This design comes from an exercise in tuning for small area on the open sky130 flow, not from production work. Where RTL was checked, it was by simulation tests only, not by an equivalence proof against the original. The RTL of run 2 was laid out without a check of its function. Power and IR drop assume default switching activity.

==> flow/design.v (outline; a module is shown in full before it is edited, if it fits) <==
// module gainAvs: 26 lines
// module gainMult: 518 lines
// module gainFa: 6 lines
// module gainHa: 6 lines
// module gain: 27 lines
module gain
   ( input  logic                 clk,
     input  logic                 reset,
     input  logic                 avsWr,
     input  logic        [ 31 : 0 ] avsWrData,
     output logic        [ 31 : 0 ] avsRdData,
     input  logic                 st,
     input  logic signed [ 15 : 0 ] a,
     output logic                 rdy,
     output logic signed [ 15 : 0 ] y );
  // ...
==> flow/run.sh <==
#!/bin/bash
# synth_recipe.tcl (not shown) runs the flow's synth.tcl, then flattens the netlist and writes it again
# the make line also repeats each setting of config.mk as NAME=value (left out here)
make -C /OpenROAD-flow-scripts/flow DESIGN_CONFIG=/design/flow/config.mk WORK_HOME=/design/flow/orfs CLKGATE_MAP_FILE= SYNTH_SCRIPT=/design/flow/synth_recipe.tcl finish
==> flow/config.mk <==
export PLATFORM = sky130hd
export DESIGN_NAME = gain
export DESIGN_NICKNAME = gain
export VERILOG_FILES = /design/flow/design.v
export SDC_FILE = /design/flow/constraint.sdc
export NUM_CORES = 4
export LEC_CHECK = 0
export CAP_MARGIN = 20
export CORE_MARGIN = 2
export CORE_UTILIZATION = 40
export SETUP_SLACK_MARGIN = 0.05
export SLEW_MARGIN = 20
export SYNTH_HIERARCHICAL = 1
export SYNTH_MINIMUM_KEEP_SIZE = 0
==> flow/constraint.sdc <==
create_clock -name core_clock -period 6.4 [get_ports {clk}]
set_input_delay 1.2800 -clock core_clock [delete_from_list [all_inputs] [get_ports {clk}]]
set_output_delay 1.2800 -clock core_clock [all_outputs]
set_load 0.01 [all_outputs]
==> run_results.csv, run 1 <==
group,metric,value,unit
clocking,cts_buffers,9,
pwr,pwr-share-clk,0.089,
worst_setup_path,end_kind,"flop",
outcome,outcome,"complete, no violations",
pwr,comb-power,4.48,mW
finish,buffers_excl_clock,116,
synth,ys_seq_area_frac,0.1934,
floorplanning,rows,52,
worst_setup_path,required,6.65,ns
drt,vias_per_cell,5.132,
drt,firstDrtPassIters,5,
worst_setup_path,worst-path-stages,15,
finish,area.sequential,1573,µm²
drt,m1WireLength,8.696,mm
drt,route.met3.wl,1.851,mm
finish,clk_share,0.02929,
floorplanning,coreArea,20100,µm²
worst_setup_path,crit_buf_inv,0,
finish,n_antenna_cell,0,
finish,nFillCells,1877,
synth,synth_top_family_by_area,"adder cells",
finish,drive_above_1_share,0.06788,
finish,multi_input_area_share,0.6553,
worst_setup_path,timing.rr.end,"gainMultInst.y[14]",
pwr,internal_power,2.818,mW
worst_setup_path,path_max_fanout,18,
synth,synth_xor_area_frac,0.01708,
synth,yosys-top-cells-count,"nand2_1 (227), fa_1 (191), clkbuf_1 (52), dfrtp_1 (49), ha_1 (33)",
synth,post-synth-top-count-cell,"nand2_1",
synth,synthArstFlopShare,0.7576,
floorplanning,tap_cells,270,
drt,wl,20.67,mm
clocking,post_cts_buffers,0,
synth,synth-edff-count,0,
finish,nMultiInputCombCells,620,
sta,fin_ws,0.5400,ns
clocking,cts_num_sinks,66,
pwr,comb_power_share,0.827,
grt,grt_max_degree,33,
place,pre_cts_ws,0.5910,ns
finish,seq_area_frac,0.1644,
sta,period_minus_slack,5.860,ns
==> inputs of run 2 (changes only) <==
--- a/flow/design.v
+++ b/flow/design.v
@@ -29,22 +29,21 @@
      input  logic                   reset,
      input  logic                   st,
      input  logic signed [ 15 : 0 ] a,
      input  logic        [ 15 : 0 ] coef,
      output logic                   rdy,
      output logic signed [ 15 : 0 ] y );
    logic          [ 1 : 0 ] rdyReg;
    logic         [ 15 : 0 ] aReg;
-   logic         [ 23 : 8 ] nP;       
-   logic         [ 23 : 8 ] P;
+   logic         [ 23 : 0 ] nP;       
+   logic         [ 23 : 0 ] P;
    logic         [ 14 : 0 ] aMag;     
    logic         [ 15 : 0 ] cSuf;     
    logic                    big, neg, ovf;
-   logic [ 20 : 0 ] ra, rb, rs;
    logic pp1, pp2, pp3, pp4, pp5, pp6, pp7, pp8, pp9, pp10, pp11, pp12, pp13, pp14, pp15, pp16;
    logic pp17, pp18, pp19, pp20, pp21, pp22, pp23, pp24, pp25, pp26, pp27, pp28, pp29, pp30, pp31, pp32;
    logic pp33, pp34, pp35, pp36, pp37, pp38, pp39, pp40, pp41, pp42, pp43, pp44, pp45, pp46, pp47, pp48;
    logic pp49, pp50, pp51, pp52, pp53, pp54, pp55, pp56, pp57, pp58, pp59, pp60, pp61, pp62, pp63, pp64;
    logic pp65, pp66, pp67, pp68, pp69, pp70, pp71, pp72, pp73, pp74, pp75, pp76, pp77, pp78, pp79, pp80;
    logic pp81, pp82, pp83, pp84, pp85, pp86, pp87, pp88, pp89, pp90, pp91, pp92, pp93, pp94, pp95, pp96;
    logic pp97, pp98, pp99, pp100, pp101, pp102, pp103, pp104, pp105, pp106, pp107, pp108, pp109, pp110, pp111, pp112;
    logic pp113, pp114, pp115, pp116, pp117, pp118, pp119, pp120, pp121, pp122, pp123, pp124, pp125, pp126, pp127, pp128;
@@ -74,17 +73,18 @@
    logic s497, c498, s499, c500, s501, c502, s503, c504, s505, c506, s507, c508, s509, c510, s511, c512;
    logic s513, c514, s515, c516, s517, c518, s519, c520, s521, c522, s523, c524, s525, c526, s527, c528;
    logic s529, c530, s531, c532, s533, c534, s535, c536, s537, c538, s539, c540, s541, c542, s543, c544;
    logic s545, c546, s547, c548, s549, c550, s551, c552, s553, c554, s555, c556, s557, c558, s559, c560;
    logic s561, c562, s563, c564, s565, c566, s567, c568, s569, c570, s571, c572, s573, c574, s575, c576;
    logic s577, c578, s579, c580, s581, c582, s583, c584, s585, c586, s587, c588, s589, c590, s591, c592;
    logic s593, c594, s595, c596, s597, c598, s599, c600, s601, c602, s603, c604, s605, c606, s607, c608;
    logic s609, c610, s611, c612, s613, c614, s615, c616, s617, c618, s619, c620, s621, c622, s623, c624;
-   logic s625, c626, s627, c628, s629, c630, s631, c632, s633, c634, c635, s636, c637, s638, c639;
+   logic s625, c626, s627, c628, s629, c630, s631, c632, s633, c634, s635, c636, s637, c638, s639, c640;
+   logic s641, c642, s643, c644, s645, c646, s647, c648, s649, c650, s651, c652;
    always_ff @( posedge clk )
       aReg <= a;
    assign pp1 = ~( aReg[ 0 ] & coef[ 0 ] );
    assign pp2 = ~( aReg[ 0 ] & coef[ 1 ] );
    assign pp3 = ~( aReg[ 0 ] & coef[ 2 ] );
    assign pp4 = ~( aReg[ 0 ] & coef[ 3 ] );
    assign pp5 = ~( aReg[ 0 ] & coef[ 4 ] );
    assign pp6 = ~( aReg[ 0 ] & coef[ 5 ] );
@@ -305,260 +305,468 @@
    assign pp221 = aReg[ 15 ] & coef[ 1 ];
    assign pp222 = aReg[ 15 ] & coef[ 2 ];
    assign pp223 = aReg[ 15 ] & coef[ 3 ];
    assign pp224 = aReg[ 15 ] & coef[ 4 ];
    assign pp225 = aReg[ 15 ] & coef[ 5 ];
    assign pp226 = aReg[ 15 ] & coef[ 6 ];
    assign pp227 = aReg[ 15 ] & coef[ 7 ];
    assign pp228 = aReg[ 15 ] & coef[ 8 ];
-   gainHa ha230 ( 1'b1, pp2, s229, c230 );
-   gainFa fa232 ( 1'b1, pp3, pp18, s231, c232 );
-   gainHa ha234 ( pp33, c230, s233, c234 );
-   gainFa fa236 ( 1'b1, pp4, pp19, s235, c236 );
-   gainFa fa238 ( pp34, pp49, c232, s237, c238 );
-   gainHa ha240 ( s235, c234, s239, c240 );
-   gainFa fa242 ( 1'b1, pp5, pp20, s241, c242 );
-   gainFa fa244 ( pp35, pp50, pp65, s243, c244 );
-   gainFa fa246 ( c236, s241, s243, s245, c246 );
-   gainHa ha248 ( c240, c238, s247, c248 );
-   gainFa fa250 ( 1'b1, pp6, pp21, s249, c250 );
-   gainFa fa252 ( pp36, pp51, pp66, s251, c252 );
-   gainFa fa254 ( pp81, c242, c244, s253, c254 );
-   gainFa fa256 ( s249, s251, s253, s255, c256 );
-   gainHa ha258 ( c246, c248, s257, c258 );
-   gainFa fa260 ( 1'b1, pp7, pp22, s259, c260 );
-   gainFa fa262 ( pp37, pp52, pp67, s261, c262 );
-   gainFa fa264 ( pp82, pp97, c250, s263, c264 );
-   gainFa fa266 ( c252, s259, s261, s265, c266 );
-   gainFa fa268 ( c254, s263, s265, s267, c268 );
-   gainHa ha270 ( c256, c258, s269, c270 );
-   gainFa fa272 ( 1'b1, pp8, pp23, s271, c272 );
-   gainFa fa274 ( pp38, pp53, pp68, s273, c274 );
-   gainFa fa276 ( pp83, pp98, pp113, s275, c276 );
-   gainFa fa278 ( c260, c262, s271, s277, c278 );
-   gainFa fa280 ( s273, s275, c264, s279, c280 );
-   gainFa fa282 ( c266, s277, s279, s281, c282 );
-   gainHa ha284 ( c268, c270, s283, c284 );
-   gainFa fa286 ( 1'b1, pp9, pp24, s285, c286 );
-   gainFa fa288 ( pp39, pp54, pp69, s287, c288 );
-   gainFa fa290 ( pp84, pp99, pp114, s289, c290 );
-   gainFa fa292 ( pp129, c272, c274, s291, c292 );
-   gainFa fa294 ( c276, s285, s287, s293, c294 );
-   gainFa fa296 ( s289, s291, c278, s295, c296 );
-   gainFa fa298 ( s293, c280, s295, s297, c298 );
-   gainHa ha300 ( c282, s297, s299, c300 );
-   gainFa fa302 ( 1'b1, pp10, pp25, s301, c302 );
-   gainFa fa304 ( pp40, pp55, pp70, s303, c304 );
-   gainFa fa306 ( pp85, pp100, pp115, s305, c306 );
-   gainFa fa308 ( pp130, pp145, c286, s307, c308 );
-   gainFa fa310 ( c288, c290, s301, s309, c310 );
-   gainFa fa312 ( s303, s305, c292, s311, c312 );
-   gainFa fa314 ( s307, c294, s309, s313, c314 );
-   gainFa fa316 ( c296, s311, s313, s315, c316 );
-   gainHa ha318 ( c298, s315, s317, c318 );
-   gainFa fa320 ( 1'b1, pp11, pp26, s319, c320 );
-   gainFa fa322 ( pp41, pp56, pp71, s321, c322 );
-   gainFa fa324 ( pp86, pp101, pp116, s323, c324 );
-   gainFa fa326 ( pp131, pp146, pp160, s325, c326 );
-   gainFa fa328 ( c302, c304, c306, s327, c328 );
-   gainFa fa330 ( s319, s321, s323, s329, c330 );
-   gainFa fa332 ( s325, c308, s327, s331, c332 );
-   gainFa fa334 ( c310, s329, c312, s333, c334 );
-   gainFa fa336 ( c314, s331, s333, s335, c336 );
-   gainHa ha338 ( c316, c318, s337, c338 );
-   gainFa fa340 ( 1'b1, pp12, pp27, s339, c340 );
-   gainFa fa342 ( pp42, pp57, pp72, s341, c342 );
-   gainFa fa344 ( pp87, pp102, pp117, s343, c344 );
-   gainFa fa346 ( pp132, pp147, pp161, s345, c346 );
-   gainFa fa348 ( pp174, c320, c322, s347, c348 );
-   gainFa fa350 ( c324, c326, s339, s349, c350 );
-   gainFa fa352 ( s341, s343, s345, s351, c352 );
-   gainFa fa354 ( c328, s347, c330, s353, c354 );
-   gainFa fa356 ( s349, s351, c332, s355, c356 );
-   gainFa fa358 ( s353, c334, s355, s357, c358 );
-   gainHa ha360 ( c336, s357, s359, c360 );
-   gainFa fa362 ( 1'b1, pp13, pp28, s361, c362 );
-   gainFa fa364 ( pp43, pp58, pp73, s363, c364 );
-   gainFa fa366 ( pp88, pp103, pp118, s365, c366 );
-   gainFa fa368 ( pp133, pp148, pp162, s367, c368 );
-   gainFa fa370 ( pp175, pp187, c340, s369, c370 );
-   gainFa fa372 ( c342, c344, c346, s371, c372 );
-   gainFa fa374 ( s361, s363, s365, s373, c374 );
-   gainFa fa376 ( s367, c348, s369, s375, c376 );
-   gainFa fa378 ( s371, c350, c352, s377, c378 );
-   gainFa fa380 ( s373, c354, s375, s379, c380 );
-   gainFa fa382 ( s377, c356, s379, s381, c382 );
-   gainHa ha384 ( c358, s381, s383, c384 );
-   gainFa fa386 ( 1'b1, pp14, pp29, s385, c386 );
-   gainFa fa388 ( pp44, pp59, pp74, s387, c388 );
-   gainFa fa390 ( pp89, pp104, pp119, s389, c390 );
-   gainFa fa392 ( pp134, pp149, pp163, s391, c392 );
-   gainFa fa394 ( pp176, pp188, pp199, s393, c394 );
-   gainFa fa396 ( c362, c364, c366, s395, c396 );
-   gainFa fa398 ( c368, s385, s387, s397, c398 );
-   gainFa fa400 ( s389, s391, s393, s399, c400 );
-   gainFa fa402 ( c370, c372, s395, s401, c402 );
-   gainFa fa404 ( c374, s397, s399, s403, c404 );
-   gainFa fa406 ( c376, c378, s401, s405, c406 );
-   gainFa fa408 ( s403, c380, s405, s407, c408 );
-   gainHa ha410 ( c382, s407, s409, c410 );
-   gainFa fa412 ( 1'b1, pp15, pp30, s411, c412 );
-   gainFa fa414 ( pp45, pp60, pp75, s413, c414 );
-   gainFa fa416 ( pp90, pp105, pp120, s415, c416 );
-   gainFa fa418 ( pp135, pp150, pp164, s417, c418 );
-   gainFa fa420 ( pp177, pp189, pp200, s419, c420 );
-   gainFa fa422 ( pp210, c386, c388, s421, c422 );
-   gainFa fa424 ( c390, c392, c394, s423, c424 );
-   gainFa fa426 ( s411, s413, s415, s425, c426 );
-   gainFa fa428 ( s417, s419, c396, s427, c428 );
-   gainFa fa430 ( s421, s423, c398, s429, c430 );
-   gainFa fa432 ( c400, s425, c402, s431, c432 );
-   gainFa fa434 ( s427, c404, s429, s433, c434 );
-   gainFa fa436 ( c406, s431, s433, s435, c436 );
-   gainHa ha438 ( c408, s435, s437, c438 );
-   gainFa fa440 ( pp16, pp31, pp46, s439, c440 );
-   gainFa fa442 ( pp61, pp76, pp91, s441, c442 );
-   gainFa fa444 ( pp106, pp121, pp136, s443, c444 );
-   gainFa fa446 ( pp151, pp165, pp178, s445, c446 );
-   gainFa fa448 ( pp190, pp201, pp211, s447, c448 );
-   gainFa fa450 ( pp220, c412, c414, s449, c450 );
-   gainFa fa452 ( c416, c418, c420, s451, c452 );
-   gainFa fa454 ( s439, s441, s443, s453, c454 );
-   gainFa fa456 ( s445, s447, c422, s455, c456 );
-   gainFa fa458 ( c424, s449, s451, s457, c458 );
-   gainFa fa460 ( c426, s453, c428, s459, c460 );
-   gainFa fa462 ( c430, s455, s457, s461, c462 );
-   gainFa fa464 ( c432, s459, c434, s463, c464 );
-   gainFa fa466 ( s461, c436, s463, s465, c466 );
-   gainFa fa468 ( 1'b1, pp32, pp47, s467, c468 );
-   gainFa fa470 ( pp62, pp77, pp92, s469, c470 );
-   gainFa fa472 ( pp107, pp122, pp137, s471, c472 );
-   gainFa fa474 ( pp152, pp166, pp179, s473, c474 );
-   gainFa fa476 ( pp191, pp202, pp212, s475, c476 );
-   gainFa fa478 ( pp221, c440, c442, s477, c478 );
-   gainFa fa480 ( c444, c446, c448, s479, c480 );
-   gainFa fa482 ( s467, s469, s471, s481, c482 );
-   gainFa fa484 ( s473, s475, c450, s483, c484 );
-   gainFa fa486 ( c452, s477, s479, s485, c486 );
-   gainFa fa488 ( c454, s481, c456, s487, c488 );
-   gainFa fa490 ( c458, s483, s485, s489, c490 );
-   gainFa fa492 ( c460, s487, c462, s491, c492 );
-   gainFa fa494 ( s489, c464, s491, s493, c494 );
-   gainFa fa496 ( pp48, pp63, pp78, s495, c496 );
-   gainFa fa498 ( pp93, pp108, pp123, s497, c498 );
-   gainFa fa500 ( pp138, pp153, pp167, s499, c500 );
-   gainFa fa502 ( pp180, pp192, pp203, s501, c502 );
-   gainFa fa504 ( pp213, pp222, c468, s503, c504 );
-   gainFa fa506 ( c470, c472, c474, s505, c506 );
-   gainFa fa508 ( c476, s495, s497, s507, c508 );
-   gainFa fa510 ( s499, s501, c478, s509, c510 );
-   gainFa fa512 ( c480, s503, s505, s511, c512 );
-   gainFa fa514 ( c482, s507, c484, s513, c514 );
-   gainFa fa516 ( c486, s509, s511, s515, c516 );
-   gainFa fa518 ( c488, s513, c490, s517, c518 );
-   gainFa fa520 ( s515, c492, s517, s519, c520 );
-   gainFa fa522 ( pp64, pp79, pp94, s521, c522 );
-   gainFa fa524 ( pp109, pp124, pp139, s523, c524 );
-   gainFa fa526 ( pp154, pp168, pp181, s525, c526 );
-   gainFa fa528 ( pp193, pp204, pp214, s527, c528 );
-   gainFa fa530 ( pp223, c496, c498, s529, c530 );
-   gainFa fa532 ( c500, c502, s521, s531, c532 );
-   gainFa fa534 ( s523, s525, s527, s533, c534 );
-   gainFa fa536 ( c504, c506, s529, s535, c536 );
-   gainFa fa538 ( c508, s531, s533, s537, c538 );
-   gainFa fa540 ( c510, c512, s535, s539, c540 );
-   gainFa fa542 ( s537, c514, c516, s541, c542 );
-   gainFa fa544 ( s539, c518, s541, s543, c544 );
-   gainFa fa546 ( pp80, pp95, pp110, s545, c546 );
-   gainFa fa548 ( pp125, pp140, pp155, s547, c548 );
-   gainFa fa550 ( pp169, pp182, pp194, s549, c550 );
-   gainFa fa552 ( pp205, pp215, pp224, s551, c552 );
-   gainFa fa554 ( c522, c524, c526, s553, c554 );
-   gainFa fa556 ( c528, s545, s547, s555, c556 );
-   gainFa fa558 ( s549, s551, c530, s557, c558 );
-   gainFa fa560 ( s553, c532, c534, s559, c560 );
-   gainFa fa562 ( s555, c536, s557, s561, c562 );
-   gainFa fa564 ( c538, s559, c540, s563, c564 );
-   gainFa fa566 ( s561, c542, s563, s565, c566 );
-   gainFa fa568 ( pp96, pp111, pp126, s567, c568 );
-   gainFa fa570 ( pp141, pp156, pp170, s569, c570 );
-   gainFa fa572 ( pp183, pp195, pp206, s571, c572 );
-   gainFa fa574 ( pp216, pp225, c546, s573, c574 );
-   gainFa fa576 ( c548, c550, c552, s575, c576 );
-   gainFa fa578 ( s567, s569, s571, s577, c578 );
-   gainFa fa580 ( c554, s573, s575, s579, c580 );
-   gainFa fa582 ( c556, s577, c558, s581, c582 );
-   gainFa fa584 ( c560, s579, c562, s583, c584 );
-   gainFa fa586 ( s581, c564, s583, s585, c586 );
-   gainFa fa588 ( pp112, pp127, pp142, s587, c588 );
-   gainFa fa590 ( pp157, pp171, pp184, s589, c590 );
-   gainFa fa592 ( pp196, pp207, pp217, s591, c592 );
-   gainFa fa594 ( pp226, c568, c570, s593, c594 );
-   gainFa fa596 ( c572, s587, s589, s595, c596 );
-   gainFa fa598 ( s591, c574, c576, s597, c598 );
-   gainFa fa600 ( s593, c578, s595, s599, c600 );
-   gainFa fa602 ( c580, s597, s599, s601, c602 );
-   gainFa fa604 ( c582, s601, c584, s603, c604 );
-   gainFa fa606 ( pp128, pp143, pp158, s605, c606 );
-   gainFa fa608 ( pp172, pp185, pp197, s607, c608 );
-   gainFa fa610 ( pp208, pp218, pp227, s609, c610 );
-   gainFa fa612 ( c588, c590, c592, s611, c612 );
-   gainFa fa614 ( s605, s607, s609, s613, c614 );
-   gainFa fa616 ( c594, s611, c596, s615, c616 );
-   gainFa fa618 ( s613, c598, c600, s617, c618 );
-   gainFa fa620 ( s615, s617, c602, s619, c620 );
-   gainFa fa622 ( pp144, pp159, pp173, s621, c622 );
-   gainFa fa624 ( pp186, pp198, pp209, s623, c624 );
-   gainFa fa626 ( pp219, pp228, c606, s625, c626 );
-   gainFa fa628 ( c608, c610, s621, s627, c628 );
-   gainFa fa630 ( s623, c612, s625, s629, c630 );
-   gainFa fa632 ( c614, s627, c616, s631, c632 );
-   gainFa fa634 ( s629, c618, s631, s633, c634 );
-   assign c635 = pp17 & s229;
-   gainFa fa637 ( s231, s233, c635, s636, c637 );
-   gainFa fa639 ( s237, s239, c637, s638, c639 );
-   assign ra = { c620, c604, c586, c566, c544, c520, c494, c466, c438, c410, c384, c360, c338, s335, c300, c284, s281, s267, s255, s245, 1'b1 };
-   assign rb = { s633, s619, s603, s585, s565, s543, s519, s493, s465, s437, s409, s383, s359, s337, s317, s299, s283, s269, s257, s247, c639 };
-   assign rs = ra + rb;
-   assign nP[ 23 : 8 ] = rs[ 20 : 5 ];
+   assign s229 = 1'b1 ^ pp2 ^ pp17;
+   assign c230 = ( 1'b1 & pp2 ) | ( 1'b1 & pp17 ) | ( pp2 & pp17 );
+   assign s231 = 1'b1 ^ pp3 ^ pp18;
+   assign c232 = ( 1'b1 & pp3 ) | ( 1'b1 & pp18 ) | ( pp3 & pp18 );
+   assign s233 = pp33 ^ c230 ^ s231;
+   assign c234 = ( pp33 & c230 ) | ( pp33 & s231 ) | ( c230 & s231 );
+   assign s235 = 1'b1 ^ pp4 ^ pp19;
+   assign c236 = ( 1'b1 & pp4 ) | ( 1'b1 & pp19 ) | ( pp4 & pp19 );
+   assign s237 = pp34 ^ pp49 ^ c232;
+   assign c238 = ( pp34 & pp49 ) | ( pp34 & c232 ) | ( pp49 & c232 );
+   assign s239 = s235 ^ s237 ^ c234;
+   assign c240 = ( s235 & s237 ) | ( s235 & c234 ) | ( s237 & c234 );
+   assign s241 = 1'b1 ^ pp5 ^ pp20;
+   assign c242 = ( 1'b1 & pp5 ) | ( 1'b1 & pp20 ) | ( pp5 & pp20 );
+   assign s243 = pp35 ^ pp50 ^ pp65;
+   assign c244 = ( pp35 & pp50 ) | ( pp35 & pp65 ) | ( pp50 & pp65 );
+   assign s245 = c236 ^ s241 ^ s243;
+   assign c246 = ( c236 & s241 ) | ( c236 & s243 ) | ( s241 & s243 );
+   assign s247 = c238 ^ s245 ^ c240;
+   assign c248 = ( c238 & s245 ) | ( c238 & c240 ) | ( s245 & c240 );
+   assign s249 = 1'b1 ^ pp6 ^ pp21;
+   assign c250 = ( 1'b1 & pp6 ) | ( 1'b1 & pp21 ) | ( pp6 & pp21 );
+   assign s251 = pp36 ^ pp51 ^ pp66;
+   assign c252 = ( pp36 & pp51 ) | ( pp36 & pp66 ) | ( pp51 & pp66 );
+   assign s253 = pp81 ^ c242 ^ c244;
+   assign c254 = ( pp81 & c242 ) | ( pp81 & c244 ) | ( c242 & c244 );
+   assign s255 = s249 ^ s251 ^ s253;
+   assign c256 = ( s249 & s251 ) | ( s249 & s253 ) | ( s251 & s253 );
+   assign s257 = c246 ^ s255 ^ c248;
+   assign c258 = ( c246 & s255 ) | ( c246 & c248 ) | ( s255 & c248 );
+   assign s259 = 1'b1 ^ pp7 ^ pp22;
+   assign c260 = ( 1'b1 & pp7 ) | ( 1'b1 & pp22 ) | ( pp7 & pp22 );
+   assign s261 = pp37 ^ pp52 ^ pp67;
+   assign c262 = ( pp37 & pp52 ) | ( pp37 & pp67 ) | ( pp52 & pp67 );
+   assign s263 = pp82 ^ pp97 ^ c250;
+   assign c264 = ( pp82 & pp97 ) | ( pp82 & c250 ) | ( pp97 & c250 );
+   assign s265 = c252 ^ s259 ^ s261;
+   assign c266 = ( c252 & s259 ) | ( c252 & s261 ) | ( s259 & s261 );
+   assign s267 = c254 ^ s263 ^ s265;
+   assign c268 = ( c254 & s263 ) | ( c254 & s265 ) | ( s263 & s265 );
+   assign s269 = c256 ^ s267 ^ c258;
+   assign c270 = ( c256 & s267 ) | ( c256 & c258 ) | ( s267 & c258 );
+   assign s271 = 1'b1 ^ pp8 ^ pp23;
+   assign c272 = ( 1'b1 & pp8 ) | ( 1'b1 & pp23 ) | ( pp8 & pp23 );
+   assign s273 = pp38 ^ pp53 ^ pp68;
+   assign c274 = ( pp38 & pp53 ) | ( pp38 & pp68 ) | ( pp53 & pp68 );
+   assign s275 = pp83 ^ pp98 ^ pp113;
+   assign c276 = ( pp83 & pp98 ) | ( pp83 & pp113 ) | ( pp98 & pp113 );
+   assign s277 = c260 ^ c262 ^ s271;
+   assign c278 = ( c260 & c262 ) | ( c260 & s271 ) | ( c262 & s271 );
+   assign s279 = s273 ^ s275 ^ c264;
+   assign c280 = ( s273 & s275 ) | ( s273 & c264 ) | ( s275 & c264 );
+   assign s281 = c266 ^ s277 ^ s279;
+   assign c282 = ( c266 & s277 ) | ( c266 & s279 ) | ( s277 & s279 );
+   assign s283 = c268 ^ s281 ^ c270;
+   assign c284 = ( c268 & s281 ) | ( c268 & c270 ) | ( s281 & c270 );
+   assign s285 = 1'b1 ^ pp9 ^ pp24;
+   assign c286 = ( 1'b1 & pp9 ) | ( 1'b1 & pp24 ) | ( pp9 & pp24 );
+   assign s287 = pp39 ^ pp54 ^ pp69;
+   assign c288 = ( pp39 & pp54 ) | ( pp39 & pp69 ) | ( pp54 & pp69 );
+   assign s289 = pp84 ^ pp99 ^ pp114;
+   assign c290 = ( pp84 & pp99 ) | ( pp84 & pp114 ) | ( pp99 & pp114 );
+   assign s291 = pp129 ^ c272 ^ c274;
+   assign c292 = ( pp129 & c272 ) | ( pp129 & c274 ) | ( c272 & c274 );
+   assign s293 = c276 ^ s285 ^ s287;
+   assign c294 = ( c276 & s285 ) | ( c276 & s287 ) | ( s285 & s287 );
+   assign s295 = s289 ^ s291 ^ c278;
+   assign c296 = ( s289 & s291 ) | ( s289 & c278 ) | ( s291 & c278 );
+   assign s297 = s293 ^ c280 ^ s295;
+   assign c298 = ( s293 & c280 ) | ( s293 & s295 ) | ( c280 & s295 );
+   assign s299 = c282 ^ s297 ^ c284;
+   assign c300 = ( c282 & s297 ) | ( c282 & c284 ) | ( s297 & c284 );
+   assign s301 = 1'b1 ^ pp10 ^ pp25;
+   assign c302 = ( 1'b1 & pp10 ) | ( 1'b1 & pp25 ) | ( pp10 & pp25 );
+   assign s303 = pp40 ^ pp55 ^ pp70;
+   assign c304 = ( pp40 & pp55 ) | ( pp40 & pp70 ) | ( pp55 & pp70 );
+   assign s305 = pp85 ^ pp100 ^ pp115;
+   assign c306 = ( pp85 & pp100 ) | ( pp85 & pp115 ) | ( pp100 & pp115 );
+   assign s307 = pp130 ^ pp145 ^ c286;
+   assign c308 = ( pp130 & pp145 ) | ( pp130 & c286 ) | ( pp145 & c286 );
+   assign s309 = c288 ^ c290 ^ s301;
+   assign c310 = ( c288 & c290 ) | ( c288 & s301 ) | ( c290 & s301 );
+   assign s311 = s303 ^ s305 ^ c292;
+   assign c312 = ( s303 & s305 ) | ( s303 & c292 ) | ( s305 & c292 );
+   assign s313 = s307 ^ c294 ^ s309;
+   assign c314 = ( s307 & c294 ) | ( s307 & s309 ) | ( c294 & s309 );
+   assign s315 = c296 ^ s311 ^ s313;
+   assign c316 = ( c296 & s311 ) | ( c296 & s313 ) | ( s311 & s313 );
+   assign s317 = c298 ^ s315 ^ c300;
+   assign c318 = ( c298 & s315 ) | ( c298 & c300 ) | ( s315 & c300 );
+   assign s319 = 1'b1 ^ pp11 ^ pp26;
+   assign c320 = ( 1'b1 & pp11 ) | ( 1'b1 & pp26 ) | ( pp11 & pp26 );
+   assign s321 = pp41 ^ pp56 ^ pp71;
+   assign c322 = ( pp41 & pp56 ) | ( pp41 & pp71 ) | ( pp56 & pp71 );
+   assign s323 = pp86 ^ pp101 ^ pp116;
+   assign c324 = ( pp86 & pp101 ) | ( pp86 & pp116 ) | ( pp101 & pp116 );
+   assign s325 = pp131 ^ pp146 ^ pp160;
+   assign c326 = ( pp131 & pp146 ) | ( pp131 & pp160 ) | ( pp146 & pp160 );
+   assign s327 = c302 ^ c304 ^ c306;
+   assign c328 = ( c302 & c304 ) | ( c302 & c306 ) | ( c304 & c306 );
+   assign s329 = s319 ^ s321 ^ s323;
+   assign c330 = ( s319 & s321 ) | ( s319 & s323 ) | ( s321 & s323 );
+   assign s331 = s325 ^ c308 ^ s327;
+   assign c332 = ( s325 & c308 ) | ( s325 & s327 ) | ( c308 & s327 );
+   assign s333 = c310 ^ s329 ^ c312;
+   assign c334 = ( c310 & s329 ) | ( c310 & c312 ) | ( s329 & c312 );
+   assign s335 = c314 ^ s331 ^ s333;
+   assign c336 = ( c314 & s331 ) | ( c314 & s333 ) | ( s331 & s333 );
+   assign s337 = c316 ^ s335 ^ c318;
+   assign c338 = ( c316 & s335 ) | ( c316 & c318 ) | ( s335 & c318 );
+   assign s339 = 1'b1 ^ pp12 ^ pp27;
+   assign c340 = ( 1'b1 & pp12 ) | ( 1'b1 & pp27 ) | ( pp12 & pp27 );
+   assign s341 = pp42 ^ pp57 ^ pp72;
+   assign c342 = ( pp42 & pp57 ) | ( pp42 & pp72 ) | ( pp57 & pp72 );
+   assign s343 = pp87 ^ pp102 ^ pp117;
+   assign c344 = ( pp87 & pp102 ) | ( pp87 & pp117 ) | ( pp102 & pp117 );
+   assign s345 = pp132 ^ pp147 ^ pp161;
+   assign c346 = ( pp132 & pp147 ) | ( pp132 & pp161 ) | ( pp147 & pp161 );
+   assign s347 = pp174 ^ c320 ^ c322;
+   assign c348 = ( pp174 & c320 ) | ( pp174 & c322 ) | ( c320 & c322 );
+   assign s349 = c324 ^ c326 ^ s339;
+   assign c350 = ( c324 & c326 ) | ( c324 & s339 ) | ( c326 & s339 );
+   assign s351 = s341 ^ s343 ^ s345;
+   assign c352 = ( s341 & s343 ) | ( s341 & s345 ) | ( s343 & s345 );
+   assign s353 = c328 ^ s347 ^ c330;
+   assign c354 = ( c328 & s347 ) | ( c328 & c330 ) | ( s347 & c330 );
+   assign s355 = s349 ^ s351 ^ c332;
+   assign c356 = ( s349 & s351 ) | ( s349 & c332 ) | ( s351 & c332 );
+   assign s357 = s353 ^ c334 ^ s355;
+   assign c358 = ( s353 & c334 ) | ( s353 & s355 ) | ( c334 & s355 );
+   assign s359 = c336 ^ s357 ^ c338;
+   assign c360 = ( c336 & s357 ) | ( c336 & c338 ) | ( s357 & c338 );
+   assign s361 = 1'b1 ^ pp13 ^ pp28;
+   assign c362 = ( 1'b1 & pp13 ) | ( 1'b1 & pp28 ) | ( pp13 & pp28 );
+   assign s363 = pp43 ^ pp58 ^ pp73;
+   assign c364 = ( pp43 & pp58 ) | ( pp43 & pp73 ) | ( pp58 & pp73 );
+   assign s365 = pp88 ^ pp103 ^ pp118;
+   assign c366 = ( pp88 & pp103 ) | ( pp88 & pp118 ) | ( pp103 & pp118 );
+   assign s367 = pp133 ^ pp148 ^ pp162;
+   assign c368 = ( pp133 & pp148 ) | ( pp133 & pp162 ) | ( pp148 & pp162 );
+   assign s369 = pp175 ^ pp187 ^ c340;
+   assign c370 = ( pp175 & pp187 ) | ( pp175 & c340 ) | ( pp187 & c340 );
+   assign s371 = c342 ^ c344 ^ c346;
+   assign c372 = ( c342 & c344 ) | ( c342 & c346 ) | ( c344 & c346 );
+   assign s373 = s361 ^ s363 ^ s365;
+   assign c374 = ( s361 & s363 ) | ( s361 & s365 ) | ( s363 & s365 );
+   assign s375 = s367 ^ c348 ^ s369;
+   assign c376 = ( s367 & c348 ) | ( s367 & s369 ) | ( c348 & s369 );
+   assign s377 = s371 ^ c350 ^ c352;
+   assign c378 = ( s371 & c350 ) | ( s371 & c352 ) | ( c350 & c352 );
+   assign s379 = s373 ^ c354 ^ s375;
+   assign c380 = ( s373 & c354 ) | ( s373 & s375 ) | ( c354 & s375 );
+   assign s381 = s377 ^ c356 ^ s379;
+   assign c382 = ( s377 & c356 ) | ( s377 & s379 ) | ( c356 & s379 );
+   assign s383 = c358 ^ s381 ^ c360;
+   assign c384 = ( c358 & s381 ) | ( c358 & c360 ) | ( s381 & c360 );
+   assign s385 = 1'b1 ^ pp14 ^ pp29;
+   assign c386 = ( 1'b1 & pp14 ) | ( 1'b1 & pp29 ) | ( pp14 & pp29 );
+   assign s387 = pp44 ^ pp59 ^ pp74;
+   assign c388 = ( pp44 & pp59 ) | ( pp44 & pp74 ) | ( pp59 & pp74 );
+   assign s389 = pp89 ^ pp104 ^ pp119;
+   assign c390 = ( pp89 & pp104 ) | ( pp89 & pp119 ) | ( pp104 & pp119 );
+   assign s391 = pp134 ^ pp149 ^ pp163;
+   assign c392 = ( pp134 & pp149 ) | ( pp134 & pp163 ) | ( pp149 & pp163 );
+   assign s393 = pp176 ^ pp188 ^ pp199;
+   assign c394 = ( pp176 & pp188 ) | ( pp176 & pp199 ) | ( pp188 & pp199 );
+   assign s395 = c362 ^ c364 ^ c366;
+   assign c396 = ( c362 & c364 ) | ( c362 & c366 ) | ( c364 & c366 );
+   assign s397 = c368 ^ s385 ^ s387;
+   assign c398 = ( c368 & s385 ) | ( c368 & s387 ) | ( s385 & s387 );
+   assign s399 = s389 ^ s391 ^ s393;
+   assign c400 = ( s389 & s391 ) | ( s389 & s393 ) | ( s391 & s393 );
+   assign s401 = c370 ^ c372 ^ s395;
+   assign c402 = ( c370 & c372 ) | ( c370 & s395 ) | ( c372 & s395 );
+   assign s403 = c374 ^ s397 ^ s399;
+   assign c404 = ( c374 & s397 ) | ( c374 & s399 ) | ( s397 & s399 );
+   assign s405 = c376 ^ c378 ^ s401;
+   assign c406 = ( c376 & c378 ) | ( c376 & s401 ) | ( c378 & s401 );
+   assign s407 = s403 ^ c380 ^ s405;
+   assign c408 = ( s403 & c380 ) | ( s403 & s405 ) | ( c380 & s405 );
+   assign s409 = c382 ^ s407 ^ c384;
+   assign c410 = ( c382 & s407 ) | ( c382 & c384 ) | ( s407 & c384 );
+   assign s411 = 1'b1 ^ pp15 ^ pp30;
+   assign c412 = ( 1'b1 & pp15 ) | ( 1'b1 & pp30 ) | ( pp15 & pp30 );
+   assign s413 = pp45 ^ pp60 ^ pp75;
+   assign c414 = ( pp45 & pp60 ) | ( pp45 & pp75 ) | ( pp60 & pp75 );
+   assign s415 = pp90 ^ pp105 ^ pp120;
+   assign c416 = ( pp90 & pp105 ) | ( pp90 & pp120 ) | ( pp105 & pp120 );
+   assign s417 = pp135 ^ pp150 ^ pp164;
+   assign c418 = ( pp135 & pp150 ) | ( pp135 & pp164 ) | ( pp150 & pp164 );
+   assign s419 = pp177 ^ pp189 ^ pp200;
+   assign c420 = ( pp177 & pp189 ) | ( pp177 & pp200 ) | ( pp189 & pp200 );
+   assign s421 = pp210 ^ c386 ^ c388;
+   assign c422 = ( pp210 & c386 ) | ( pp210 & c388 ) | ( c386 & c388 );
+   assign s423 = c390 ^ c392 ^ c394;
+   assign c424 = ( c390 & c392 ) | ( c390 & c394 ) | ( c392 & c394 );
+   assign s425 = s411 ^ s413 ^ s415;
+   assign c426 = ( s411 & s413 ) | ( s411 & s415 ) | ( s413 & s415 );
+   assign s427 = s417 ^ s419 ^ c396;
+   assign c428 = ( s417 & s419 ) | ( s417 & c396 ) | ( s419 & c396 );
+   assign s429 = s421 ^ s423 ^ c398;
+   assign c430 = ( s421 & s423 ) | ( s421 & c398 ) | ( s423 & c398 );
+   assign s431 = c400 ^ s425 ^ c402;
+   assign c432 = ( c400 & s425 ) | ( c400 & c402 ) | ( s425 & c402 );
+   assign s433 = s427 ^ c404 ^ s429;
+   assign c434 = ( s427 & c404 ) | ( s427 & s429 ) | ( c404 & s429 );
+   assign s435 = c406 ^ s431 ^ s433;
+   assign c436 = ( c406 & s431 ) | ( c406 & s433 ) | ( s431 & s433 );
+   assign s437 = c408 ^ s435 ^ c410;
+   assign c438 = ( c408 & s435 ) | ( c408 & c410 ) | ( s435 & c410 );
+   assign s439 = pp16 ^ pp31 ^ pp46;
+   assign c440 = ( pp16 & pp31 ) | ( pp16 & pp46 ) | ( pp31 & pp46 );
+   assign s441 = pp61 ^ pp76 ^ pp91;
+   assign c442 = ( pp61 & pp76 ) | ( pp61 & pp91 ) | ( pp76 & pp91 );
+   assign s443 = pp106 ^ pp121 ^ pp136;
+   assign c444 = ( pp106 & pp121 ) | ( pp106 & pp136 ) | ( pp121 & pp136 );
+   assign s445 = pp151 ^ pp165 ^ pp178;
+   assign c446 = ( pp151 & pp165 ) | ( pp151 & pp178 ) | ( pp165 & pp178 );
+   assign s447 = pp190 ^ pp201 ^ pp211;
+   assign c448 = ( pp190 & pp201 ) | ( pp190 & pp211 ) | ( pp201 & pp211 );
+   assign s449 = pp220 ^ c412 ^ c414;
+   assign c450 = ( pp220 & c412 ) | ( pp220 & c414 ) | ( c412 & c414 );
+   assign s451 = c416 ^ c418 ^ c420;
+   assign c452 = ( c416 & c418 ) | ( c416 & c420 ) | ( c418 & c420 );
+   assign s453 = s439 ^ s441 ^ s443;
+   assign c454 = ( s439 & s441 ) | ( s439 & s443 ) | ( s441 & s443 );
+   assign s455 = s445 ^ s447 ^ c422;
+   assign c456 = ( s445 & s447 ) | ( s445 & c422 ) | ( s447 & c422 );
+   assign s457 = c424 ^ s449 ^ s451;
+   assign c458 = ( c424 & s449 ) | ( c424 & s451 ) | ( s449 & s451 );
+   assign s459 = c426 ^ s453 ^ c428;
+   assign c460 = ( c426 & s453 ) | ( c426 & c428 ) | ( s453 & c428 );
+   assign s461 = c430 ^ s455 ^ s457;
+   assign c462 = ( c430 & s455 ) | ( c430 & s457 ) | ( s455 & s457 );
+   assign s463 = c432 ^ s459 ^ c434;
+   assign c464 = ( c432 & s459 ) | ( c432 & c434 ) | ( s459 & c434 );
+   assign s465 = s461 ^ c436 ^ s463;
+   assign c466 = ( s461 & c436 ) | ( s461 & s463 ) | ( c436 & s463 );
+   assign s467 = s465 ^ c438;
+   assign c468 = s465 & c438;
+   assign s469 = 1'b1 ^ pp32 ^ pp47;
+   assign c470 = ( 1'b1 & pp32 ) | ( 1'b1 & pp47 ) | ( pp32 & pp47 );
+   assign s471 = pp62 ^ pp77 ^ pp92;
+   assign c472 = ( pp62 & pp77 ) | ( pp62 & pp92 ) | ( pp77 & pp92 );
+   assign s473 = pp107 ^ pp122 ^ pp137;
+   assign c474 = ( pp107 & pp122 ) | ( pp107 & pp137 ) | ( pp122 & pp137 );
+   assign s475 = pp152 ^ pp166 ^ pp179;
+   assign c476 = ( pp152 & pp166 ) | ( pp152 & pp179 ) | ( pp166 & pp179 );
+   assign s477 = pp191 ^ pp202 ^ pp212;
+   assign c478 = ( pp191 & pp202 ) | ( pp191 & pp212 ) | ( pp202 & pp212 );
+   assign s479 = pp221 ^ c440 ^ c442;
+   assign c480 = ( pp221 & c440 ) | ( pp221 & c442 ) | ( c440 & c442 );
+   assign s481 = c444 ^ c446 ^ c448;
+   assign c482 = ( c444 & c446 ) | ( c444 & c448 ) | ( c446 & c448 );
+   assign s483 = s469 ^ s471 ^ s473;
+   assign c484 = ( s469 & s471 ) | ( s469 & s473 ) | ( s471 & s473 );
+   assign s485 = s475 ^ s477 ^ c450;
+   assign c486 = ( s475 & s477 ) | ( s475 & c450 ) | ( s477 & c450 );
+   assign s487 = c452 ^ s479 ^ s481;
+   assign c488 = ( c452 & s479 ) | ( c452 & s481 ) | ( s479 & s481 );
+   assign s489 = c454 ^ s483 ^ c456;
+   assign c490 = ( c454 & s483 ) | ( c454 & c456 ) | ( s483 & c456 );
+   assign s491 = c458 ^ s485 ^ s487;
+   assign c492 = ( c458 & s485 ) | ( c458 & s487 ) | ( s485 & s487 );
+   assign s493 = c460 ^ s489 ^ c462;
+   assign c494 = ( c460 & s489 ) | ( c460 & c462 ) | ( s489 & c462 );
+   assign s495 = s491 ^ c464 ^ s493;
+   assign c496 = ( s491 & c464 ) | ( s491 & s493 ) | ( c464 & s493 );
+   assign s497 = c466 ^ s495 ^ c468;
+   assign c498 = ( c466 & s495 ) | ( c466 & c468 ) | ( s495 & c468 );
+   assign s499 = pp48 ^ pp63 ^ pp78;
+   assign c500 = ( pp48 & pp63 ) | ( pp48 & pp78 ) | ( pp63 & pp78 );
+   assign s501 = pp93 ^ pp108 ^ pp123;
+   assign c502 = ( pp93 & pp108 ) | ( pp93 & pp123 ) | ( pp108 & pp123 );
+   assign s503 = pp138 ^ pp153 ^ pp167;
+   assign c504 = ( pp138 & pp153 ) | ( pp138 & pp167 ) | ( pp153 & pp167 );
+   assign s505 = pp180 ^ pp192 ^ pp203;
+   assign c506 = ( pp180 & pp192 ) | ( pp180 & pp203 ) | ( pp192 & pp203 );
+   assign s507 = pp213 ^ pp222 ^ c470;
+   assign c508 = ( pp213 & pp222 ) | ( pp213 & c470 ) | ( pp222 & c470 );
+   assign s509 = c472 ^ c474 ^ c476;
+   assign c510 = ( c472 & c474 ) | ( c472 & c476 ) | ( c474 & c476 );
+   assign s511 = c478 ^ s499 ^ s501;
+   assign c512 = ( c478 & s499 ) | ( c478 & s501 ) | ( s499 & s501 );
+   assign s513 = s503 ^ s505 ^ c480;
+   assign c514 = ( s503 & s505 ) | ( s503 & c480 ) | ( s505 & c480 );
+   assign s515 = c482 ^ s507 ^ s509;
+   assign c516 = ( c482 & s507 ) | ( c482 & s509 ) | ( s507 & s509 );
+   assign s517 = c484 ^ s511 ^ c486;
+   assign c518 = ( c484 & s511 ) | ( c484 & c486 ) | ( s511 & c486 );
+   assign s519 = c488 ^ s513 ^ s515;
+   assign c520 = ( c488 & s513 ) | ( c488 & s515 ) | ( s513 & s515 );
+   assign s521 = c490 ^ s517 ^ c492;
+   assign c522 = ( c490 & s517 ) | ( c490 & c492 ) | ( s517 & c492 );
+   assign s523 = s519 ^ c494 ^ s521;
+   assign c524 = ( s519 & c494 ) | ( s519 & s521 ) | ( c494 & s521 );
+   assign s525 = c496 ^ s523 ^ c498;
+   assign c526 = ( c496 & s523 ) | ( c496 & c498 ) | ( s523 & c498 );
+   assign s527 = pp64 ^ pp79 ^ pp94;
+   assign c528 = ( pp64 & pp79 ) | ( pp64 & pp94 ) | ( pp79 & pp94 );
+   assign s529 = pp109 ^ pp124 ^ pp139;
+   assign c530 = ( pp109 & pp124 ) | ( pp109 & pp139 ) | ( pp124 & pp139 );
+   assign s531 = pp154 ^ pp168 ^ pp181;
+   assign c532 = ( pp154 & pp168 ) | ( pp154 & pp181 ) | ( pp168 & pp181 );
+   assign s533 = pp193 ^ pp204 ^ pp214;
+   assign c534 = ( pp193 & pp204 ) | ( pp193 & pp214 ) | ( pp204 & pp214 );
+   assign s535 = pp223 ^ c500 ^ c502;
+   assign c536 = ( pp223 & c500 ) | ( pp223 & c502 ) | ( c500 & c502 );
+   assign s537 = c504 ^ c506 ^ s527;
+   assign c538 = ( c504 & c506 ) | ( c504 & s527 ) | ( c506 & s527 );
+   assign s539 = s529 ^ s531 ^ s533;
+   assign c540 = ( s529 & s531 ) | ( s529 & s533 ) | ( s531 & s533 );
+   assign s541 = c508 ^ c510 ^ s535;
+   assign c542 = ( c508 & c510 ) | ( c508 & s535 ) | ( c510 & s535 );
+   assign s543 = c512 ^ s537 ^ s539;
+   assign c544 = ( c512 & s537 ) | ( c512 & s539 ) | ( s537 & s539 );
+   assign s545 = c514 ^ c516 ^ s541;
+   assign c546 = ( c514 & c516 ) | ( c514 & s541 ) | ( c516 & s541 );
+   assign s547 = s543 ^ c518 ^ c520;
+   assign c548 = ( s543 & c518 ) | ( s543 & c520 ) | ( c518 & c520 );
+   assign s549 = s545 ^ c522 ^ s547;
+   assign c550 = ( s545 & c522 ) | ( s545 & s547 ) | ( c522 & s547 );
+   assign s551 = c524 ^ s549 ^ c526;
+   assign c552 = ( c524 & s549 ) | ( c524 & c526 ) | ( s549 & c526 );
+   assign s553 = pp80 ^ pp95 ^ pp110;
+   assign c554 = ( pp80 & pp95 ) | ( pp80 & pp110 ) | ( pp95 & pp110 );
+   assign s555 = pp125 ^ pp140 ^ pp155;
+   assign c556 = ( pp125 & pp140 ) | ( pp125 & pp155 ) | ( pp140 & pp155 );
+   assign s557 = pp169 ^ pp182 ^ pp194;
+   assign c558 = ( pp169 & pp182 ) | ( pp169 & pp194 ) | ( pp182 & pp194 );
+   assign s559 = pp205 ^ pp215 ^ pp224;
+   assign c560 = ( pp205 & pp215 ) | ( pp205 & pp224 ) | ( pp215 & pp224 );
+   assign s561 = c528 ^ c530 ^ c532;
+   assign c562 = ( c528 & c530 ) | ( c528 & c532 ) | ( c530 & c532 );
+   assign s563 = c534 ^ s553 ^ s555;
+   assign c564 = ( c534 & s553 ) | ( c534 & s555 ) | ( s553 & s555 );
+   assign s565 = s557 ^ s559 ^ c536;
+   assign c566 = ( s557 & s559 ) | ( s557 & c536 ) | ( s559 & c536 );
+   assign s567 = s561 ^ c538 ^ c540;
+   assign c568 = ( s561 & c538 ) | ( s561 & c540 ) | ( c538 & c540 );
+   assign s569 = s563 ^ c542 ^ s565;
+   assign c570 = ( s563 & c542 ) | ( s563 & s565 ) | ( c542 & s565 );
+   assign s571 = c544 ^ s567 ^ c546;
+   assign c572 = ( c544 & s567 ) | ( c544 & c546 ) | ( s567 & c546 );
+   assign s573 = s569 ^ c548 ^ s571;
+   assign c574 = ( s569 & c548 ) | ( s569 & s571 ) | ( c548 & s571 );
+   assign s575 = c550 ^ s573 ^ c552;
+   assign c576 = ( c550 & s573 ) | ( c550 & c552 ) | ( s573 & c552 );
+   assign s577 = pp96 ^ pp111 ^ pp126;
+   assign c578 = ( pp96 & pp111 ) | ( pp96 & pp126 ) | ( pp111 & pp126 );
+   assign s579 = pp141 ^ pp156 ^ pp170;
+   assign c580 = ( pp141 & pp156 ) | ( pp141 & pp170 ) | ( pp156 & pp170 );
+   assign s581 = pp183 ^ pp195 ^ pp206;
+   assign c582 = ( pp183 & pp195 ) | ( pp183 & pp206 ) | ( pp195 & pp206 );
+   assign s583 = pp216 ^ pp225 ^ c554;
+   assign c584 = ( pp216 & pp225 ) | ( pp216 & c554 ) | ( pp225 & c554 );
+   assign s585 = c556 ^ c558 ^ c560;
+   assign c586 = ( c556 & c558 ) | ( c556 & c560 ) | ( c558 & c560 );
+   assign s587 = s577 ^ s579 ^ s581;
+   assign c588 = ( s577 & s579 ) | ( s577 & s581 ) | ( s579 & s581 );
+   assign s589 = c562 ^ s583 ^ s585;
+   assign c590 = ( c562 & s583 ) | ( c562 & s585 ) | ( s583 & s585 );
+   assign s591 = c564 ^ s587 ^ c566;
+   assign c592 = ( c564 & s587 ) | ( c564 & c566 ) | ( s587 & c566 );
+   assign s593 = c568 ^ s589 ^ c570;
+   assign c594 = ( c568 & s589 ) | ( c568 & c570 ) | ( s589 & c570 );
+   assign s595 = s591 ^ c572 ^ s593;
+   assign c596 = ( s591 & c572 ) | ( s591 & s593 ) | ( c572 & s593 );
+   assign s597 = c574 ^ s595 ^ c576;
+   assign c598 = ( c574 & s595 ) | ( c574 & c576 ) | ( s595 & c576 );
+   assign s599 = pp112 ^ pp127 ^ pp142;
+   assign c600 = ( pp112 & pp127 ) | ( pp112 & pp142 ) | ( pp127 & pp142 );
+   assign s601 = pp157 ^ pp171 ^ pp184;
+   assign c602 = ( pp157 & pp171 ) | ( pp157 & pp184 ) | ( pp171 & pp184 );
+   assign s603 = pp196 ^ pp207 ^ pp217;
+   assign c604 = ( pp196 & pp207 ) | ( pp196 & pp217 ) | ( pp207 & pp217 );
+   assign s605 = pp226 ^ c578 ^ c580;
+   assign c606 = ( pp226 & c578 ) | ( pp226 & c580 ) | ( c578 & c580 );
+   assign s607 = c582 ^ s599 ^ s601;
+   assign c608 = ( c582 & s599 ) | ( c582 & s601 ) | ( s599 & s601 );
+   assign s609 = s603 ^ c584 ^ c586;
+   assign c610 = ( s603 & c584 ) | ( s603 & c586 ) | ( c584 & c586 );
+   assign s611 = s605 ^ c588 ^ s607;
+   assign c612 = ( s605 & c588 ) | ( s605 & s607 ) | ( c588 & s607 );
+   assign s613 = c590 ^ s609 ^ s611;
+   assign c614 = ( c590 & s609 ) | ( c590 & s611 ) | ( s609 & s611 );
+   assign s615 = c592 ^ s613 ^ c594;
+   assign c616 = ( c592 & s613 ) | ( c592 & c594 ) | ( s613 & c594 );
+   assign s617 = c596 ^ s615 ^ c598;
+   assign c618 = ( c596 & s615 ) | ( c596 & c598 ) | ( s615 & c598 );
+   assign s619 = pp128 ^ pp143 ^ pp158;
+   assign c620 = ( pp128 & pp143 ) | ( pp128 & pp158 ) | ( pp143 & pp158 );
+   assign s621 = pp172 ^ pp185 ^ pp197;
+   assign c622 = ( pp172 & pp185 ) | ( pp172 & pp197 ) | ( pp185 & pp197 );
+   assign s623 = pp208 ^ pp218 ^ pp227;
+   assign c624 = ( pp208 & pp218 ) | ( pp208 & pp227 ) | ( pp218 & pp227 );
+   assign s625 = c600 ^ c602 ^ c604;
+   assign c626 = ( c600 & c602 ) | ( c600 & c604 ) | ( c602 & c604 );
+   assign s627 = s619 ^ s621 ^ s623;
+   assign c628 = ( s619 & s621 ) | ( s619 & s623 ) | ( s621 & s623 );
+   assign s629 = c606 ^ s625 ^ c608;
+   assign c630 = ( c606 & s625 ) | ( c606 & c608 ) | ( s625 & c608 );
+   assign s631 = s627 ^ c610 ^ c612;
+   assign c632 = ( s627 & c610 ) | ( s627 & c612 ) | ( c610 & c612 );
+   assign s633 = s629 ^ s631 ^ c614;
+   assign c634 = ( s629 & s631 ) | ( s629 & c614 ) | ( s631 & c614 );
+   assign s635 = s633 ^ c616 ^ c618;
+   assign c636 = ( s633 & c616 ) | ( s633 & c618 ) | ( c616 & c618 );
+   assign s637 = pp144 ^ pp159 ^ pp173;
+   assign c638 = ( pp144 & pp159 ) | ( pp144 & pp173 ) | ( pp159 & pp173 );
+   assign s639 = pp186 ^ pp198 ^ pp209;
+   assign c640 = ( pp186 & pp198 ) | ( pp186 & pp209 ) | ( pp198 & pp209 );
+   assign s641 = pp219 ^ pp228 ^ c620;
+   assign c642 = ( pp219 & pp228 ) | ( pp219 & c620 ) | ( pp228 & c620 );
+   assign s643 = c622 ^ c624 ^ s637;
+   assign c644 = ( c622 & c624 ) | ( c622 & s637 ) | ( c624 & s637 );
+   assign s645 = s639 ^ c626 ^ s641;
+   assign c646 = ( s639 & c626 ) | ( s639 & s641 ) | ( c626 & s641 );
+   assign s647 = c628 ^ s643 ^ c630;
+   assign c648 = ( c628 & s643 ) | ( c628 & c630 ) | ( s643 & c630 );
+   assign s649 = s645 ^ c632 ^ s647;
+   assign c650 = ( s645 & c632 ) | ( s645 & s647 ) | ( c632 & s647 );
+   assign s651 = c634 ^ s649 ^ c636;
+   assign c652 = ( c634 & s649 ) | ( c634 & c636 ) | ( s649 & c636 );
+   assign nP = { s651, s635, s617, s597, s575, s551, s525, s497, s467, s437, s409, s383, s359, s337, s317, s299, s283, s269, s257, s247, s239, s233, s229, pp1 };
    assign P = ~nP;
    assign aMag = aReg[ 14 : 0 ] ^ { 15{ aReg[ 15 ] } };
-   assign cSuf[ 15 ] = coef[ 15 ];
-   for ( genvar k = 14; k >= 0; k-- ) begin : gSuf
-      assign cSuf[ k ] = cSuf[ k + 1 ] | coef[ k ];
+   always_comb begin
+      cSuf[ 15 ] = coef[ 15 ];
+      for ( int k = 14; k >= 0; k-- )
+         cSuf[ k ] = cSuf[ k + 1 ] | coef[ k ];
+   end
+   always_comb begin
+      big = 1'b0;
+      for ( int i = 8; i <= 14; i++ )
+         big = big | ( aMag[ i ] & cSuf[ 23 - i ] );
    end
-   assign big = |( aMag[ 14 : 8 ] & { cSuf[ 9 ], cSuf[ 10 ], cSuf[ 11 ], cSuf[ 12 ], cSuf[ 13 ], cSuf[ 14 ], cSuf[ 15 ] } );
    assign neg = aReg[ 15 ] & cSuf[ 0 ];
    assign ovf = big | ( P[ 23 ] ^ neg );
    always_ff @( posedge clk, posedge reset )
    if ( reset ) begin
       y      <= '0;
       rdyReg <= '0;
    end else begin
       rdyReg <= { rdyReg[ 0 ], st };
       if ( ovf )
          y <= { neg, { 15{ ~neg } } };
       else
          y <= P[ 23 : 8 ];
    end
    assign rdy = rdyReg[ 1 ];
 endmodule
-module gainFa
-   ( input  logic a, b, ci,
-     output logic s, co );
-   assign s  = a ^ b ^ ci;
-   assign co = ( a & b ) | ( a & ci ) | ( b & ci );
-endmodule
-module gainHa
-   ( input  logic a, b,
-     output logic s, co );
-   assign s  = a ^ b;
-   assign co = a & b;
-endmodule
 module gain
    ( input  logic                 clk,
      input  logic                 reset,
      input  logic                 avsWr,
      input  logic        [ 31 : 0 ] avsWrData,
      output logic        [ 31 : 0 ] avsRdData,
      input  logic                 st,
      input  logic signed [ 15 : 0 ] a,
==> flow/config.mk (replaced) <==
export PLATFORM = sky130hd
export DESIGN_NAME = gain
export DESIGN_NICKNAME = gain
export VERILOG_FILES = /design/flow/design.v
export SDC_FILE = /design/flow/constraint.sdc
export NUM_CORES = 4
export LEC_CHECK = 0
export CAP_MARGIN = 20
export CORE_MARGIN = 2
export CORE_UTILIZATION = 40
export SETUP_SLACK_MARGIN = 0.15
export SLEW_MARGIN = 20
==> run_results.csv, run 2 <==
group,metric,value,unit
floorplanning,die_area,21970,µm²
worst_setup_path,path_class,"flop to flop",
sta,finalHoldViolCount,0,
clocking,cts_buffers,9,
clocking,clock-root-buffer,"clkbuf_16",
worst_setup_path,critical_path_arrival,8.88,ns
finish,n_antenna_cell,0,
sta,fmax,115.5,MHz
drt,firstDrtPassIters,4,
finish,areaGrowthSynthToFinish,22.65,%
sta,drv_slew,0,
pwr,power_leakage,4.583,nW
worst_setup_path,crit_slowest_cell,"fa_1",
clocking,cts_tree,"done",
synth,yosysTopAreaCellShare,0.4380,
synth,ys_warn_count,2,
sta,setup_viol,15,
synth,ys_types,45,
sta,period_minus_slack,8.662,ns
clocking,cts.htree.levels,3,
drt,wl,20.78,mm
pwr,vdd_drop_max,0.3084,mV
finish,drive_above_1_share,0.1289,
synth,netlist_instances,797,
synth,yosys.area.top_type,"fa_1",
worst_setup_path,crit_path_start_kind,"flop",
synth,synth_seq_cells,66,
synth,synth_ff_type,"dfrtp_1",
synth,ys_seq_area_frac,0.1891,
finish,layout_commonest_cell,"and2_1",
worst_setup_path,max_stage_delay,0.54,ns
finish,multi_input_area,5971,µm²
worst_setup_path,crit_family,"adder cells",
synth,post-synth-top-count-cell,"and2_1",
sta,fin_ws,-2.262,ns
floorplanning,rows,52,
floorplanning,coreArea,20300,µm²
grt,grt_antenna_before_repair,0,
worst_setup_path,crit_buf_inv,5,
clocking,cts_num_sinks,66,
place,dp_hpwl,17.04,mm
sta,period_share,1.353,
grt,grt_use_total,0.2043,
place,gp_congestion,0.8684,
finish,area.sequential,1577,µm²
clocking,cts_max_path_buffers,2,
drt,antenna_left,0,
worst_setup_path,path_max_fanout,15,
flow_run,cap_violations,0,
drt,drt-wirelength-per-cell,17.42,µm
clocking,cts.reportedPaths.clkPinSlew,0.06,ns
floorplanning,die_w,148.2,µm
sta,max_slew_margin,0.3945,
floorplanning,start_util,0.4098,
pwr,power.total,4.048,mW
drt,via_count,5536,
sta,rsz0062_at_grt,"yes",
grt,grt_pass1_vias,6168,
synth,synth-edff-count,0,
finish,nFillCells,1912,
min_path,hp-class,"flop to flop",
synth,synthTopCellsByArea,"fa_1 (44%), dfrtp_1 (15%), and2_1 (14%), inv_1 (7.6%), dfxtp_1 (3.9%)",
grt,overflow,0,
outcome,so_faults,"negative setup slack",
grt,grt_pass1_wl,34.15,mm
synth,syn_area,8319,µm²
worst_setup_path,crit_path_frequent_cell,"fa_2",
synth,synthArstFlopShare,0.7576,
drt,post-route-drc-count,0,
drt,drt_iter0_markers,364,
synth,postSynthAreaPerCell,10.44,µm²
worst_setup_path,end_kind,"flop",
clocking,insertion_delay,0.34,ns
pwr,power_density,396.8,nW/µm²
drt,vias_per_cell,4.640,
outcome,outcome,"failed layout checks",
floorplanning,fp.dieH,148.2,µm
sta,skew,0.01176,ns
finish,fin_nets,1167,
grt,grt_max_degree,51,
place,io_buffers,84,
worst_setup_path,required,6.62,ns
finish,final_cell_mix,"and2_1 (182), fa_1 (167), inv_1 (165)",
sta,worst_pin_slew,0.9055,ns
sta,fin_tns_setup,-33.86,ns
floorplanning,top_level_ports,101,
synth,yosys-top-cells-count,"and2_1 (184), fa_1 (182), inv_1 (168), dfrtp_1 (49), nand2_1 (41)",
## run 2: logic make-up after synthesis
group,after synthesis,share of synthesized area
other,1,0.0004508
adders and majority gates,197,0.4605
xor gates and xnor gates,13,0.01865
buffers and inverters,222,0.1101
AOI/OAI and AO/OA,53,0.04963
and+or+nand+nor,245,0.1716
DFF,66,0.1891
## run 2: timing repair
item / CTS / global route
resized for setup: 2 / 5
buffers inserted: 1 / 0
pin swaps: 1 / 1
endpoints found under the hold margin: 0 / 0
hold buffers: 0 / 0
endpoints found under the setup margin: 15 / 15
## run 2: worst reg2reg max path, delay by kind of cell, from the launching register on
family	cells	cell delay [ns]
compound gates	2	0.23
buf+inv	5	0.37
fa+ha+maj	19	6.58
flops	1	0.43
xor+xnor	4	0.78
simple gates	1	0.17
## run 2: final cells by class
type / count / share of cell area
multi-input combinational: 524 / 0.5852
sequential: 66 / 0.1545
timing repair buffer: 149 / 0.1327
inverter: 168 / 0.06180
tap: 270 / 0.03311
clock buffer: 9 / 0.02207
clock inverter: 7 / 0.01067
## run 2: worst paths after layout
path / start / to / slack (ns) / cells past startpoint
max reg2reg: gainAvsInst.avsRdData[4] / gainMultInst.y[3] / -2.26 / 31
max in group asynchronous: reset / gainAvsInst.avsRdData[4] / 4.50 / 3
min: gainMultInst.rdyReg[0] / gainMultInst.rdyReg[1] / 0.35 / 0
min reg2reg: gainMultInst.rdyReg[0] / gainMultInst.rdyReg[1] / 0.35 / 0
min in group asynchronous: reset / gainAvsInst.coef[4] / 1.43 / 3
max: gainAvsInst.avsRdData[4] / gainMultInst.y[3] / -2.26 / 31
## run 2: layer usage
metal,vias to the layer above,GRT usage,part of all wire
met3,17,0.04969,0.082
li1,2538,-,-
met2,174,0.3060,0.43
met1,2807,0.3049,0.47
met5,-,0,0
met4,0,0.04095,0.011
## run 2: through the flow
step,util,cells,hold slack (ns),setup WS (ns),instance area (µm²)
floorplan,-,812,0.3312,-2.226,8461
global placement,0.4841,1176,0.3345,-2.253,9827
detailed placement,0.4841,1176,0.3457,-2.315,9827
CTS,0.5014,1193,0.3552,-2.301,10180
global route,0.5027,1193,0.3646,-2.533,10200
finish,0.5027,1193,0.3515,-2.262,10200
## run 2: power breakdown
group          internal (mW)  total, mW  switching (mW)
sequential             0.484      0.506          0.0215
clock                  0.350      0.558           0.209
combinational           1.43       2.98            1.55
total                   2.26       4.05            1.78

[separate check: timing with driven ports]
The results above use ideal ports. As a check the final layouts listed here were re-extracted and re-timed, cells and wires unchanged.
Step 1 sets driving cells, clkbuf_16 on the clock port and buf_2 on the other inputs (assumed; they add their load-dependent delay and slew).
Step 2 moves the port delays by t, midway between the first and last clock arrival at a register: inputs arrive t later, outputs are due t later. That takes back most of the time a late clock gives input paths.
Three values: no drivers, after step 1, after step 2; two values: the first two.
| run | t (ns) | setup WS [ns] | slew at the worst register clock pin (ns) |
|---|---|---|---|
| run 1 | 0.381 | 0.540 / 0.540 / 0.540 | 0.07 / 0.07 |
| run 2 | 0.382 | -2.262 / -2.262 / -2.262 | 0.06 / 0.06 |
